What follows belongs to an exercise in optimizing a design on an open flow for small area and a short achievable clock period; a production flow would make more cautious choices. Where RTL was checked, it was by simulation tests only, not by an equivalence proof against the original. Power and IR drop assume default switching activity.

// cordic_top
module cordic_top (
    input  logic clk,
    input  logic signed[15:0] angle,
    output logic signed[15:0] sin, cos
);
    CORDIC_pipelined dut_basic(
        .clk(clk),
        .angle(angle),
        .sin(sin),
        .cos(cos)
    );
endmodule
Size: ~1100 cells after synthesis.
make LEC_CHECK=0 ABC_AREA=1 CAP_MARGIN=20 CORE_MARGIN=2 CORE_UTILIZATION=45 CTS_BUF_LIST=sky130_fd_sc_hd__clkbuf_8 SETUP_SLACK_MARGIN=1.4 SLEW_MARGIN=20 finish   # period 3.3 ns
run.sh (not shown) runs the stock make flow with config.mk's settings and CLKGATE_MAP_FILE= SYNTH_SCRIPT=/design/flow/synth_recipe.tcl, a recipe that flattens the netlist after the stock synthesis.
The first run completed with no timing, DRC or antenna violations.
Change:
==> flow/flow/run.sh (new file) <==
#!/bin/bash
# The standard layout (standard.sh: the standard flow's synthesis and ORFS flow, unchanged), except:
# - the port buffers ORFS puts on every input and output are plain buffers
#   (sky130_fd_sc_hd__buf_1) instead of the delay buffer buffer_ports picks by default;
# - clock tree synthesis gets ORFS's usual arguments plus -dont_use_dummy_load, so it
#   adds no load-only inverters to the clock tree.
set -euo pipefail
export BUFFER_PORTS_ARGS="-buffer_cell sky130_fd_sc_hd__buf_1"
export CTS_ARGS="-sink_clustering_enable -repair_clock_nets -buf_list sky130_fd_sc_hd__clkbuf_8 -dont_use_dummy_load"
bash standard.sh > standard.log 2>&1
==> flow/standard.sh (new file) <==
#!/bin/bash
# synth_recipe.tcl (not shown) runs the flow's synth.tcl, then flattens the netlist and writes it again
# the make line also repeats each setting of config.mk as NAME=value (left out here)
make -C /OpenROAD-flow-scripts/flow DESIGN_CONFIG=/design/flow/config.mk WORK_HOME=/design/flow/orfs CLKGATE_MAP_FILE= SYNTH_SCRIPT=/design/flow/synth_recipe.tcl "${@:-finish}"
removed: flow/run.sh
First-iteration DRC count grows by 26%; power is lower by 4.3%; synthesized area does not change; core utilization shrinks by 2.4 points; sequential share of layout area grows by 1.8 points; via count climbs by about 1.6%; worst setup slack got worse by 15 ps; design area went down by 4.5%.
Function was not checked in any run of this note: the RTL went through the layout flow alone.

---

Setup of run 1:
cordic_top, a different RTL version from the one above (not shown whole).
For scale: ~170 flip-flops, about 49 I/O pins.
export LEC_CHECK = 0
export ABC_AREA = 1
export CAP_MARGIN = 20
export CORE_MARGIN = 2
export CORE_UTILIZATION = 45
export CTS_BUF_LIST = sky130_fd_sc_hd__clkbuf_8
export SETUP_SLACK_MARGIN = 1.5
export SLEW_MARGIN = 20
create_clock -name core_clock -period 3.3 [get_ports {clk}]
Stock flow here: none of the scripts above is used.
Setup changes, run 1 to run 2
==> flow/flow/run.sh (new file) <==
#!/bin/bash
# The standard layout (standard.sh: the standard flow's synthesis and ORFS flow, unchanged), except:
# - the port buffers ORFS puts on every input and output are plain buffers
#   (sky130_fd_sc_hd__buf_2) instead of the delay buffer buffer_ports picks by default;
# - clock tree synthesis gets ORFS's usual arguments plus -dont_use_dummy_load, so it
#   adds no load-only inverters to the clock tree.
set -euo pipefail
export BUFFER_PORTS_ARGS="-buffer_cell sky130_fd_sc_hd__buf_2"
export CTS_ARGS="-sink_clustering_enable -repair_clock_nets -buf_list sky130_fd_sc_hd__clkbuf_8 -dont_use_dummy_load"
bash standard.sh > standard.log 2>&1
==> flow/standard.sh (new file) <==
#!/bin/bash
# synth_recipe.tcl (not shown) runs the flow's synth.tcl, then flattens the netlist and writes it again
# the make line also repeats each setting of config.mk as NAME=value (left out here)
make -C /OpenROAD-flow-scripts/flow DESIGN_CONFIG=/design/flow/config.mk WORK_HOME=/design/flow/orfs CLKGATE_MAP_FILE= SYNTH_SCRIPT=/design/flow/synth_recipe.tcl "${@:-finish}"
diff --git a/flow/config.mk b/flow/config.mk
--- a/flow/config.mk
+++ b/flow/config.mk
@@ -11,4 +11,4 @@
 export CORE_UTILIZATION = 45
 export CTS_BUF_LIST = sky130_fd_sc_hd__clkbuf_8
-export SETUP_SLACK_MARGIN = 1.5
+export SETUP_SLACK_MARGIN = 1.2
 export SLEW_MARGIN = 20
removed: flow/run.sh
==> notes.md <==
Summary: register-to-register slack, run 2 worse than run 1. Max non-clock buffer count across run 2 and run 1: run 1. Run 1 → run 2: power fell by about 14%; post-CTS clock slew at the launch and capture registers of the worst setup and hold paths fell by 20 ps; footprint of the multi-input gates fell by 10%; wire length of the first global-routing pass fell by 5.4%. Of run 2 and run 1, the run reporting the higher count of filler cells inserted in the layout was run 2. Comparing run 2 and run 1, met1 usage in global routing is lower on run 2. Summary of run 2 over run 1: cell area after layout fell 0.0013 sq mm, slack of the critical path now sits lower. Run 2 finished end to end and its layout was clean on timing, DRC and antenna. Against run 1, run 2 reports a fraction of power consumed by the clock network that is lower.
For run 3, these inputs were changed with respect to run 2:
==> flow/flow/run.sh <==
#!/bin/bash
# The standard layout (standard.sh: the standard flow's synthesis and ORFS flow, unchanged), except:
# - the port buffers ORFS puts on every input and output are plain buffers
#   (sky130_fd_sc_hd__buf_1) instead of the delay buffer buffer_ports picks by default;
# - clock tree synthesis gets ORFS's usual arguments plus -dont_use_dummy_load, so it
#   adds no load-only inverters to the clock tree.
set -euo pipefail
export BUFFER_PORTS_ARGS="-buffer_cell sky130_fd_sc_hd__buf_1"
export CTS_ARGS="-sink_clustering_enable -repair_clock_nets -buf_list sky130_fd_sc_hd__clkbuf_8 -dont_use_dummy_load"
bash standard.sh > standard.log 2>&1
diff --git a/flow/config.mk b/flow/config.mk
--- a/flow/config.mk
+++ b/flow/config.mk
@@ -9,6 +9,6 @@
 export CAP_MARGIN = 20
 export CORE_MARGIN = 2
-export CORE_UTILIZATION = 45
+export CORE_UTILIZATION = 55
 export CTS_BUF_LIST = sky130_fd_sc_hd__clkbuf_8
-export SETUP_SLACK_MARGIN = 1.2
+export SETUP_SLACK_MARGIN = 1.4
 export SLEW_MARGIN = 20
### Flow results
The lower sequential share of cell area came out of run 3. Diff run 2 and run 3: clock network fraction of design power lower in run 3. Delta (run 3 minus run 2): count of standard-cell rows decreased by about 10% relative to the old numbers, multi-input logic portion of the cell area increased by 1.0 points relative to the old numbers. Re flip-flop and latch count: no difference whatsoever between run 2 and run 3. Combinational group share of total power was higher in run 3 than in run 2. From run 3 to run 2, number of clock buffer instances in the layout did not move at all. Looking at global-route usage, run 3 sits above run 2. Post-route non-filler standard cell count was lower in the run labelled run 3. In run 3 relative to run 2, violation count after the first detailed-routing iteration had gone up by more than 10%. Compared with run 2, run 3 shows sum of net half-perimeters after detailed placement lower by 1.4%.
The inputs of run 4 differ from those of run 3 as listed below.
==> flow/run.sh (new file) <==
#!/bin/bash
# synth_recipe.tcl (not shown) runs the flow's synth.tcl, then flattens the netlist and writes it again
# the make line also repeats each setting of config.mk as NAME=value (left out here)
make -C /OpenROAD-flow-scripts/flow DESIGN_CONFIG=/design/flow/config.mk WORK_HOME=/design/flow/orfs CLKGATE_MAP_FILE= SYNTH_SCRIPT=/design/flow/synth_recipe.tcl finish
diff --git a/flow/config.mk b/flow/config.mk
--- a/flow/config.mk
+++ b/flow/config.mk
@@ -9,6 +9,5 @@
 export CAP_MARGIN = 20
 export CORE_MARGIN = 2
-export CORE_UTILIZATION = 55
-export CTS_BUF_LIST = sky130_fd_sc_hd__clkbuf_8
-export SETUP_SLACK_MARGIN = 1.4
+export CORE_UTILIZATION = 45
+export SETUP_SLACK_MARGIN = 1.2
 export SLEW_MARGIN = 20
removed: flow/flow/run.sh
removed: flow/standard.sh
==> comparison <==
- Combinational power ended up about 6.6% lower on run 4 than on run 3.
- Diff run 3 -> run 4: HPWL after detailed placement shrank by about 3%; net switching power now sits lower.
- Of the two candidates, run 3 has the better worst-case setup margin in the final layout and run 4 the worse one.
- Reported for run 3 and run 4, total stage count of the critical path turned out identical to the last digit.
- X dimension of the die delta for run 4 relative to run 3: 10% higher
- Measured against each other, run 3 and run 4 differ in design internal power, the lower figure coming from run 3.
- Detailed route, run 4 vs run 3: via total lower for run 4
The inputs of run 5 differ from those of run 4 as listed below.
==> flow/flow/run.sh (new file) <==
#!/bin/bash
# The standard layout (standard.sh: the standard flow's synthesis and ORFS flow, unchanged), except:
# - the port buffers ORFS puts on every input and output are plain buffers
#   (sky130_fd_sc_hd__buf_2) instead of the delay buffer buffer_ports picks by default;
# - clock tree synthesis gets ORFS's usual arguments plus -dont_use_dummy_load, so it
#   adds no load-only inverters to the clock tree.
set -euo pipefail
export BUFFER_PORTS_ARGS="-buffer_cell sky130_fd_sc_hd__buf_2"
export CTS_ARGS="-sink_clustering_enable -repair_clock_nets -buf_list sky130_fd_sc_hd__clkbuf_8 -dont_use_dummy_load -sink_clustering_size 30 -sink_clustering_max_diameter 200"
bash standard.sh > standard.log 2>&1
==> flow/standard.sh (new file) <==
#!/bin/bash
# synth_recipe.tcl (not shown) runs the flow's synth.tcl, then flattens the netlist and writes it again
# the make line also repeats each setting of config.mk as NAME=value (left out here)
make -C /OpenROAD-flow-scripts/flow DESIGN_CONFIG=/design/flow/config.mk WORK_HOME=/design/flow/orfs CLKGATE_MAP_FILE= SYNTH_SCRIPT=/design/flow/synth_recipe.tcl "${@:-finish}"
diff --git a/flow/config.mk b/flow/config.mk
--- a/flow/config.mk
+++ b/flow/config.mk
@@ -10,4 +10,5 @@
 export CORE_MARGIN = 2
 export CORE_UTILIZATION = 45
-export SETUP_SLACK_MARGIN = 1.2
+export CTS_BUF_LIST = sky130_fd_sc_hd__clkbuf_8
+export SETUP_SLACK_MARGIN = 1.3
 export SLEW_MARGIN = 20
removed: flow/run.sh
==> comparison <==
- In the metrics for run 4 and run 5, the one carrying the lower utilization is run 5.
- Per the comparison of run 5 with run 4, estimated wirelength of the detail-placed design went up about 4.5%; worst IR drop on VDD has increased; total routed wirelength shows an increase of 440 um; relative slew slack decreased by 12 points relative to the old numbers; power -0.79 mW.
- Changes observed in run 5 relative to run 4: critical path depth in cells went up by 3, non-clock buffer count went up by about 40%, post-route worst setup slack went up by 59 ps, summed area of non-filler cells in the final layout went down by about 3.2%.
- Share of cell area taken by flip-flops and latches for run 5: 1.2 points up relative to run 4
- Run 5 vs run 4, capture point of the critical path: dut_basic.cos[2]$_DFF_P_ vs dut_basic.cos[1]$_DFF_P_
### run 5 -> run 6
==> flow/flow/run.sh <==
#!/bin/bash
# The standard layout (standard.sh: the standard flow's synthesis and ORFS flow, unchanged), except
# that the port buffers ORFS puts on every input and output are plain buffers
# (sky130_fd_sc_hd__buf_2) instead of the delay buffer buffer_ports picks by default.
set -euo pipefail
export BUFFER_PORTS_ARGS="-buffer_cell sky130_fd_sc_hd__buf_2"
bash standard.sh > standard.log 2>&1
diff --git a/flow/config.mk b/flow/config.mk
--- a/flow/config.mk
+++ b/flow/config.mk
@@ -13,2 +13,3 @@
 export SETUP_SLACK_MARGIN = 1.3
 export SLEW_MARGIN = 20
+export TNS_END_PERCENT = 0
==> notes.md <==
Max logic depth of the worst path, buffers included across run 5 and run 6: run 5. Comparing run 5 and run 6, the lower highest net fanout along the worst path is on run 6. Run 6 has met1 track utilization from global routing above what run 5 had. Run 6: hold slack 11 ps below run 5.

-- re-timing with driven ports --
Ports are ideal in the flow. The routed layouts listed here were re-timed in OpenROAD.
Step 1, drivers: a clkbuf_16 drives clk and a buf_2 each remaining input, both assumed.
Step 2 times the ports against the registers' clock, not the clock port: input delays grow and output delays shrink by t, the midpoint of the rising clock arrivals with the driver on.
Slacks: ideal / step 1 / step 2; pairs: ideal / step 1.
run | t, ns | setup WS [ns] | worst data-port slew with drivers (ns)
the first run of note 1 | 0.510 | 1.397 / 1.397 / 1.397 | 0.03
the second run of note 1 | 0.495 | 1.382 / 1.382 / 1.382 | 0.03
run 1 | 0.500 | 1.435 / 1.435 / 1.435 | 0.03
run 2 | 0.477 | 1.172 / 1.172 / 1.172 | 0.03
run 3 | 0.490 | 1.275 / 1.275 / 1.275 | 0.04
run 4 | 0.476 | 1.242 / 1.226 / 1.242 | 0.03
run 5 | 0.482 | 1.301 / 1.301 / 1.301 | 0.03
run 6 | 0.500 | 1.255 / 1.255 / 1.255 | 0.03
After both steps every run listed still meets setup and hold.
